Source: an optimization exercise on an open RTL-to-GDS flow (aim: small area). Production flows keep margins and buffers that such runs may drop. In this exercise RTL edits were held to simulation tests only and were not proved equivalent to the original. Power figures rest on the tool's default switching activity, not on a simulated workload.

==> flow/design.v <==
module riscv_pipeline (
    input clk,
    input rst,
    output [31:0] inst_adr,
    input [31:0] inst,
    output mem_read,
    output mem_write,
    output [3:0] data_out_mask,
    input  [31:0] data_in,
    output [31:0] data_adr,
    output [31:0] data_out
);
    integer k;
    genvar gi;
    reg  [31:0] pc;
    reg  [31:1] d_ir;
    reg         d_ir0;          
    reg  [31:0] e_y, e_sd;      
    reg  [4:0]  e_rd;
    reg  [2:0]  e_f3;
    reg         e_regw, e_memr, e_memw;
    reg  [31:0] m_y, m_sd;      
    reg  [4:0]  m_rd;
    reg  [2:0]  m_f3;
    reg         m_regw, m_memr, m_memw;
    reg  [31:1] rf_v;           
    wire [1023:32] rf_q;        
    wire [31:0] ir = {d_ir, d_ir0};
    wire [6:0] opc = ir[6:0];
    wire [2:0] f3  = ir[14:12];
    wire [6:0] f7  = ir[31:25];
    wire [4:0] rs1 = ir[19:15];
    wire [4:0] rs2 = ir[24:20];
    wire [4:0] rd  = ir[11:7];
    wire op_lui   = opc == 7'b0110111;
    wire op_auipc = opc == 7'b0010111;
    wire op_jal   = opc == 7'b1101111;
    wire op_jalr  = opc == 7'b1100111 && f3 == 3'b000;
    wire op_br    = opc == 7'b1100011 && f3[2:1] != 2'b01;
    wire op_load  = opc == 7'b0000011 && f3 != 3'b011 && f3[2:1] != 2'b11;
    wire op_store = opc == 7'b0100011 && (f3 == 3'b000 || f3 == 3'b001 || f3 == 3'b010);
    wire op_imm   = opc == 7'b0010011 &&
                    (f3 == 3'b001 ? f7 == 7'b0000000 :
                     f3 == 3'b101 ? (f7 == 7'b0000000 || f7 == 7'b0100000) : 1'b1);
    wire op_reg   = opc == 7'b0110011 &&
                    (f7 == 7'b0000000 || (f7 == 7'b0100000 && (f3 == 3'b000 || f3 == 3'b101)));
    wire regw = op_lui | op_auipc | op_jal | op_jalr | op_load | op_imm | op_reg;
    wire [31:0] d_pc;
    wire [32:2] dec_b;          
    assign dec_b[2] = 1'b1;
    assign d_pc[1:0] = pc[1:0];
    generate
        for (gi = 2; gi < 32; gi = gi + 1) begin : g_dec
            assign d_pc[gi] = pc[gi] ^ dec_b[gi];
            assign dec_b[gi+1] = dec_b[gi] & ~pc[gi];
        end
    endgenerate
    reg [31:0] rf1, rf2;
    always @* begin
        rf1 = 32'd0;
        rf2 = 32'd0;
        for (k = 1; k < 32; k = k + 1) begin
            rf1 = rf1 | ({32{rs1 == k && rf_v[k]}} & rf_q[k*32 +: 32]);
            rf2 = rf2 | ({32{rs2 == k && rf_v[k]}} & rf_q[k*32 +: 32]);
        end
    end
    wire [1:0] off = m_y[1:0];
    wire m_byte = m_f3[1:0] == 2'b00;
    wire m_half = m_f3[1:0] == 2'b01;
    wire m_hx   = m_half & ~off[0];
    wire [7:0]  ld_b = off == 2'b00 ? data_in[7:0] : off == 2'b01 ? data_in[15:8] :
                       off == 2'b10 ? data_in[23:16] : data_in[31:24];
    wire [15:0] ld_h = off[1] ? data_in[31:16] : data_in[15:0];
    wire        ld_s = ~m_f3[2] & (m_byte ? ld_b[7] : ld_h[15]);
    wire [31:0] ld   = m_byte ? {{24{ld_s}}, ld_b} :
                       m_hx   ? {{16{ld_s}}, ld_h} : data_in;
    wire [31:0] wb   = m_memr ? ld : m_y;
    assign mem_read  = m_memr;
    assign mem_write = m_memw;
    assign data_adr  = {m_y[31:2], 2'b00};
    assign data_out_mask = m_byte ? (4'b0001 << off) :
                           m_hx   ? (off[1] ? 4'b1100 : 4'b0011) : 4'b1111;
    assign data_out = {m_byte ? m_sd[7:0] : m_hx ? m_sd[15:8] : m_sd[31:24],
                       (m_byte | m_hx) ? m_sd[7:0] : m_sd[23:16],
                       m_byte ? m_sd[7:0] : m_sd[15:8],
                       m_sd[7:0]};
    wire stall = e_memr & (e_rd == rs1 | e_rd == rs2);
    wire [31:0] fwd1 = (e_regw && e_rd == rs1) ? e_y : (m_regw && m_rd == rs1) ? wb : rf1;
    wire [31:0] fwd2 = (e_regw && e_rd == rs2) ? e_y : (m_regw && m_rd == rs2) ? wb : rf2;
    wire [31:0] imm_i = {{20{ir[31]}}, ir[31:20]};
    wire [31:0] imm_s = {{20{ir[31]}}, ir[31:25], ir[11:7]};
    wire [31:0] imm_b = {{20{ir[31]}}, ir[7], ir[30:25], ir[11:8], 1'b0};
    wire [31:0] imm_u = {ir[31:12], 12'd0};
    wire [31:0] imm_j = {{12{ir[31]}}, ir[20:13], ir[21], ir[30:21], 1'b0};
    wire c_u    = opc[2] & ~opc[6];             
    wire c_lui  = c_u & opc[5];
    wire c_jump = opc[2] & opc[6];              
    wire c_br   = opc[6] & ~opc[2];
    wire c_st   = opc[5] & ~opc[4] & ~opc[6] & ~opc[2];
    wire c_ldi  = ~opc[5] & ~opc[6] & ~opc[2];  
    wire c_alu  = opc[4] & ~opc[2];             
    wire c_reg  = c_alu & opc[5];
    wire [31:0] a = ((c_u & ~opc[5]) | c_jump) ? d_pc : c_lui ? 32'd0 : fwd1;
    wire [31:0] b = c_jump ? 32'd4 :
                    c_u ? imm_u :
                    c_st ? imm_s :
                    c_ldi ? imm_i : fwd2;
    wire [2:0] fn = c_alu ? f3 : 3'b000;
    wire alt = f7[5];
    wire sub = c_br | (c_alu & f3[2:1] == 2'b01) | (c_reg & f3 == 3'b000 & f7[5]);
    wire [32:0] sum = {1'b0, a} + {1'b0, b ^ {32{sub}}} + {32'd0, sub};
    wire lts = (a[31] ^ b[31]) ? a[31] : sum[31];
    wire ltu = ~sum[32];
    wire [31:0] x = a ^ b;
    wire [31:0] sh_in;
    generate
        for (gi = 0; gi < 32; gi = gi + 1) begin : g_rev
            assign sh_in[gi] = fn[2] ? a[gi] : a[31-gi];
        end
    endgenerate
    wire sh_fill = fn[2] & alt & a[31];
    wire [31:0] sh_1 = b[0] ? {sh_fill, sh_in[31:1]} : sh_in;
    wire [31:0] sh_2 = b[1] ? {{2{sh_fill}}, sh_1[31:2]} : sh_1;
    wire [31:0] sh_4 = b[2] ? {{4{sh_fill}}, sh_2[31:4]} : sh_2;
    wire [31:0] sh_8 = b[3] ? {{8{sh_fill}}, sh_4[31:8]} : sh_4;
    wire [31:0] sh_r = b[4] ? {{16{sh_fill}}, sh_8[31:16]} : sh_8;
    wire [31:0] sh_l;
    generate
        for (gi = 0; gi < 32; gi = gi + 1) begin : g_rev2
            assign sh_l[gi] = sh_r[31-gi];
        end
    endgenerate
    reg [31:0] y;
    always @* begin
        case (fn)
            3'b000: y = sum[31:0];
            3'b001: y = sh_l;
            3'b010: y = {31'd0, lts};
            3'b011: y = {31'd0, ltu};
            3'b100: y = x;
            3'b101: y = sh_r;
            3'b110: y = a | b;
            default: y = a & b;
        endcase
    end
    wire eq = ~|x;
    wire lt = f3[1] ? ltu : lts;
    wire cond = f3[2] ? (lt ^ f3[0]) : (eq ^ f3[0]);
    wire take = op_jal | op_jalr | (op_br & cond);
    wire is_jalr = ~ir[3] & ir[2];
    wire [31:0] j_base = is_jalr ? rf1 : d_pc;
    wire [31:0] j_off  = ir[2] ? (ir[3] ? imm_j : imm_i) : imm_b;
    wire [31:0] j_sum;
    wire [32:0] j_c;
    assign j_c[0] = 1'b0;
    generate
        for (gi = 0; gi < 32; gi = gi + 1) begin : g_jadd
            assign j_sum[gi] = j_base[gi] ^ j_off[gi] ^ j_c[gi];
            assign j_c[gi+1] = (j_base[gi] & j_off[gi]) | (j_c[gi] & (j_base[gi] ^ j_off[gi]));
        end
    endgenerate
    wire [31:0] j_tgt = {j_sum[31:1], j_sum[0] & ~is_jalr};
    assign inst_adr = pc;
    always @(posedge clk or posedge rst) begin
        if (rst) begin
            pc <= 32'd0;
            d_ir0 <= 1'b0;
        end else if (!stall) begin
            pc <= take ? j_tgt : {pc[31:2] + 30'd1, pc[1:0]};
            d_ir0 <= inst[0] & ~take;
        end
    end
    always @(posedge clk) begin
        if (!stall)
            d_ir <= inst[31:1];
    end
    always @(posedge clk or posedge rst) begin
        if (rst) begin
            e_regw <= 1'b0;
            e_memr <= 1'b0;
            e_memw <= 1'b0;
            m_regw <= 1'b0;
            m_memr <= 1'b0;
            m_memw <= 1'b0;
        end else begin
            e_regw <= regw & (rd != 5'd0) & ~stall;
            e_memr <= op_load & ~stall;
            e_memw <= op_store & ~stall;
            m_regw <= e_regw;
            m_memr <= e_memr;
            m_memw <= e_memw;
        end
    end
    always @(posedge clk) begin
        e_y   <= y;
        e_sd  <= fwd2;
        e_rd  <= rd;
        e_f3  <= f3;
        m_y   <= e_y;
        m_sd  <= e_sd;
        m_rd  <= e_rd;
        m_f3  <= e_f3;
    end
    always @(posedge clk or posedge rst) begin
        if (rst)
            rf_v <= 31'd0;
        else if (m_regw)
            rf_v[m_rd] <= 1'b1;
    end
    generate
        for (gi = 1; gi < 32; gi = gi + 1) begin : g_rf
            reg [31:0] r;
            always @(posedge clk)
                if (m_regw && m_rd == gi)
                    r <= wb;
            assign rf_q[gi*32 +: 32] = r;
        end
    endgenerate
endmodule
==> flow/flow/run.sh <==
#!/bin/bash
# Own layout flow: the standard ORFS flow (standard.sh) with three changes.
#  - Synthesis: the same ORFS/yosys script, but ABC maps the combinational
#    logic with flow/abc_area.script (area-oriented: fraig, dc2, syn2 and
#    six rounds of dch + nf) in place of ORFS's delay-oriented script.
#    Flip-flops are mapped by yosys before ABC runs, so the registers, their
#    names and cell types are those of the standard synthesis.
#  - Port buffers: every input and output port still gets its buffer, but a
#    sky130_fd_sc_hd__buf_1 instead of the larger cell buffer_ports picks.
#  - Clock tree: clkbuf_8 buffers, sink clusters of up to 14 flip-flops within
#    45 um, no dummy loads.
# Each tool's full output is in ORFS's own logs under orfs/logs; the make
# output of the whole run is in flow_make.log.
set -euo pipefail
here=$(pwd)
rm -rf "$here/scripts"
cp -r "$FLOW_HOME/scripts" "$here/scripts"
cp "$here/flow/abc_area.script" "$here/scripts/abc_speed.script"
export SCRIPTS_DIR="$here/scripts"
export BUFFER_PORTS_ARGS="-buffer_cell sky130_fd_sc_hd__buf_1"
export CTS_ARGS="-sink_clustering_enable -repair_clock_nets -dont_use_dummy_load -sink_clustering_size 14 -sink_clustering_max_diameter 45 -buf_list sky130_fd_sc_hd__clkbuf_8"
bash standard.sh finish > "$here/flow_make.log" 2>&1
==> flow/flow/abc_area.script <==
strash
&get -n
&fraig -x
&put
scorr
dc2
strash
&get -n
&syn2
&dch -f
&nf -R 1000
&put
strash
&get -n
&dch -f
&nf -R 1000
&put
strash
&get -n
&dch -f
&nf -R 1000
&put
strash
&get -n
&dch -f
&nf -R 1000
&put
strash
&get -n
&dch -f
&nf -R 1000
&put
strash
&get -n
&dch -f
&nf -R 1000
&put
topo
dnsize -c
==> flow/standard.sh <==
#!/bin/bash
# synth_recipe.tcl (not shown) runs the flow's synth.tcl, then flattens the netlist and writes it again
# the make line also repeats each setting of config.mk as NAME=value (left out here)
make -C /OpenROAD-flow-scripts/flow DESIGN_CONFIG=/design/flow/config.mk WORK_HOME=/design/flow/orfs CLKGATE_MAP_FILE= SYNTH_SCRIPT=/design/flow/synth_recipe.tcl "${@:-finish}"
==> flow/config.mk <==
export PLATFORM = sky130hd
export DESIGN_NAME = riscv_pipeline
export DESIGN_NICKNAME = riscv_pipeline
export VERILOG_FILES = /design/flow/design.v
export SDC_FILE = /design/flow/constraint.sdc
export NUM_CORES = 4
export LEC_CHECK = 0
export CAP_MARGIN = 20
export CORE_MARGIN = 2
export CORE_UTILIZATION = 40
export SLEW_MARGIN = 20
==> flow/constraint.sdc <==
create_clock -name core_clock -period 20.0 [get_ports {clk}]
set_input_delay 4.0000 -clock core_clock [delete_from_list [all_inputs] [get_ports {clk}]]
set_output_delay 4.0000 -clock core_clock [all_outputs]
set_load 0.01 [all_outputs]
==> run summary <==
[cell usage in the layout (no fill, tap or decap), types with 59 or more instances in the layout]
cell type	synthesis	layout
a21oi_1	260	242
a221oi_1	88	87
a222oi_1	452	452
a22oi_1	217	217
and3_2	0	62
buf_1	0	165
buf_4	40	228
clkbuf_8	0	148
clkinv_1	146	145
dfrtp_1	70	70
dfxtp_1	144	144
edfxtp_1	1023	1023
ha_1	139	139
mux2i_1	59	59
nand2_1	363	360
nand3_1	162	162
nand4_1	102	102
nor2_1	270	232
o21ai_0	225	222
[synthesized netlist by cell type, types with 27 or more instances]
cell type / count
edfxtp_1: 1023
a222oi_1: 452
nand2_1: 363
nor2_1: 270
a21oi_1: 260
o21ai_0: 225
a22oi_1: 217
nand3_1: 162
clkinv_1: 146
dfxtp_1: 144
ha_1: 139
nand4_1: 102
a221oi_1: 88
and3_1: 77
dfrtp_1: 70
mux2i_1: 59
nor3_1: 51
buf_4: 40
xor2_1: 39
a21o_1: 34
xnor2_1: 34
fa_1: 31
o22ai_1: 28
and2_0: 27
[logic make-up after synthesis]
group                    after synthesis  synth area share, %
AO/OA/AOI/OAI                       1516                 20.4
XOR/XNOR                              73                 1.13
adder cells (fa/ha/maj)              170                 4.16
buffers and inverters                186                 1.50
flip-flops                          1237                 62.3
multiplexers                          71                 1.28
other                                  1              0.00661
AND/OR/NAND/NOR                     1129                 9.23
[cell type report]
type / count / share of cell area, %
tap: 1890 / 3.70
antenna: 21 / 0.0823
multi-input combinational: 2961 / 33.1
timing repair buffer: 395 / 3.69
inverter: 146 / 0.860
sequential: 1237 / 55.3
clock buffer: 148 / 3.19
[state kept, by name (all words and copies together), names as in the netlist]
name,count
e_memr,1
e_y,32
rf_v,31
e_sd,32
m_f3,3
m_sd,32
g_rf.r,992
e_f3,3
pc,32
e_memw,1
d_ir,31
e_rd,5
d_ir0,1
e_regw,1
m_memw,1
m_regw,1
m_memr,1
m_rd,5
m_y,32
[power groups by stage]
stage / Combinational, W / Clock [W] / Sequential, W
2_1_floorplan: 0.000613 / 0 / 0.00324
3_3_place_gp: 0.00115 / 0 / 0.00331
3_5_place_dp: 0.00114 / 0 / 0.00331
4_1_cts: 0.00115 / 0.00153 / 0.00326
5_1_grt: 0.00126 / 0.00163 / 0.00327
6_report: 0.00120 / 0.00155 / 0.00327
[layer usage]
metal	vias up	GRT usage (%)	wire length [um]
li1	19400	-	-
met2	5864	57.1	123000
met1	25100	47.9	99800
met3	1904	21.1	53500
met4	20	30.7	31600
met5	-	0.694	232
[worst max-delay path, delay by kind of cell]
kind	cells	cell delay [ns]
AOI/OAI and AO/OA	32	6.62
and+or+nand+nor	22	3.47
xor gates and xnor gates	1	0.18
buffers and inverters	7	1.95
adders and majority gates	1	0.35
muxes	1	0.96
[metrics by stage]
| stage | setup slack [ns] | std cells |
|---|---|---|
| after floorplan | 4.13 | 4384 |
| after global placement | 3.21 | 6627 |
| after detailed placement | 3.06 | 6627 |
| after CTS | 4.03 | 6775 |
| after global routing | 2.53 | 6780 |
| final | 3.23 | 6798 |
[worst max path at each step]
stage / to / slack [ns] / from
after floorplan: pc[26] / 4.13 / data_in[11]
after global placement: pc[26] / 3.21 / data_in[26]
after detailed placement: pc[26] / 3.06 / data_in[26]
after CTS: pc[26] / 4.03 / data_in[26]
after global routing: pc[26] / 2.53 / data_in[26]
final: pc[26] / 3.23 / data_in[26]
==> impl_results.md <==
- Via count: 52300
- Sw frac: 32.3%
- Slowest CP cell: mux2i_1
- Mean Syn Cell Area: 12.9 um2
- Worst Hold End: m_sd[10]
- Mapped Area: 56700 um2
- Initial Utilization: 40.2%
- Min-Delay Path Depth: 0
- Routed len/inst: 45.3 um
- Number of global-route vias before repair: 48500
- Initial drt markers: 13900
- Pin count of the biggest net entering global routing: 71
- Internal: 0.00407 W
- Top_reg_cell synth: edfxtp_1
- PD cells: 94.2 nW/um2
- Total CTS buffers: 148
- Rel. slew slack: 3.54%
- Sequential fraction of the synthesis area: 62.3%
- Core Area: 141000 um2
- Status: complete, no violations
- Cell row count: 138
- Clock latency on the worst-skew pair: 0.97 ns
- Placed cell areas: 61700 um2
- Syn Inst Count: 4383
- Total setup buffers inserted after CTS: 0
- Final setup vio count: 0
- GP Congestion: 1.03
- Final Skew: 0.108 ns
- Startpoint types: input pin
- Share of cells above drive strength 1: 10.7%
- Synth warn: 1
- First-pass GRT wire length: 409000 um
- Layout area overhead: 12.6%
- HPWL after detailed placement: 190000 um
- Async set-reset flop share out of synthesis: 5.66%
- Critical Path Fanout Max: 32
- # port buffers: 165
- Root buf cell: clkbuf_8
- Required @ worst endpoint: 20.82 ns
- I/O pin count: 168
- Initial antenna violation count: 29
- Footprint of the multi-input gates: 21200 um2
- Worst EP arrival: 17.59 ns
- Reg2Reg Setup Slack: 4.73 ns
- Number of flops mapped to enable cells by yosys: 1023
- Synth cell types: 61
- Yosys top cell area share: 54.2%
- R2R depth: 53
- Register Area: 35400 um2
- Die height: 381 um
- Final hold violations: 0
- RSZ-0062 raised after global routing: no
- Final Core Density: 45.2%
- Final WL: 308000 um
- Worst path max stage delay: 0.96 ns
- Fin area: 63900 um2
- Pre-antenna DRT Iters: 17
- Most used cell, CP: o21ai_0
- Depth of the CTS H-tree: 4
- DR DRC count: 0
- Minimum clock period after layout: 16.77 ns
- Post-CTS sizing: 0
- Yosys reg bits: 1237
- Hold-fix buffers, CTS: 0
- VDD IR max: 0.0790 mV
- Nets: 5125
- Actual slew at the worst max-slew pin: 1.45 ns
- Reg2reg start: d_ir[15]
- NetSw: 0.00194 W
- Hold Path Class: flip-flop to flip-flop
- Fill count: 12900
- Final hold slack: 0.285 ns
- Chip width: 381 um
- Die Area: 145000 um2
- Tcrit/Tclk final: 83.8%
- Sequential power share: 54.3%
- Clock share of power: 25.7%
- Synth area leaders: edfxtp_1, a222oi_1, dfxtp_1, dfrtp_1, ha_1
- HP Start: e_sd[10]
- Slew Limit Fails: 0
- Post-synth top area cell: edfxtp_1
- Antenna viol nets, final: 0
- Vias per cell: 7.69
- CP Capture Type: flip-flop
- CTS Buffer Depth: 3
- FMAX: 59.6 MHz
- GRT Residual Overflow: 0
- CTS tree: yes
- Setup TNS: 0 ns
- # clock sinks: 1237
- Critical setup path kind: input pin to flip-flop
- Total track usage: 41.0%
- Comb power frac: 20.0%
- Worst reg2reg endpoint: pc[31]
- CTS clk-pin slew, worst paths: 0.08 ns
- Max Cap Viol: 0
- Leakage: 22.1 nW
- Power Total: 0.00602 W

[what the ideal ports hide]
The flow's constraints put no driver on any port. The routed layout listed below was extracted and timed again, unchanged, in two steps.
Step 1 sets driving cells, clkbuf_16 on the clock port and buf_2 on the other inputs (assumed; they add their load-dependent delay and slew).
Step 2 also shifts input and output timing later by t, the mid clock arrival at the registers, as if the neighbouring blocks saw the same clock.
Slacks: ideal / step 1 / step 2; pairs: ideal / step 1.
shift t [ns]: 0.987
setup WS [ns]: 3.232 / 3.287 / 2.300
worst hold slack (ns): 0.285 / 0.285 / 0.285
worst register clock-pin slew, ns: 0.10 / 0.10
cell pins on the clock port's net: 1
After both steps this run still meets setup and hold. For this run, drivers alone change the setup slack by +0.055 ns; drivers and shift together by -0.932 ns.
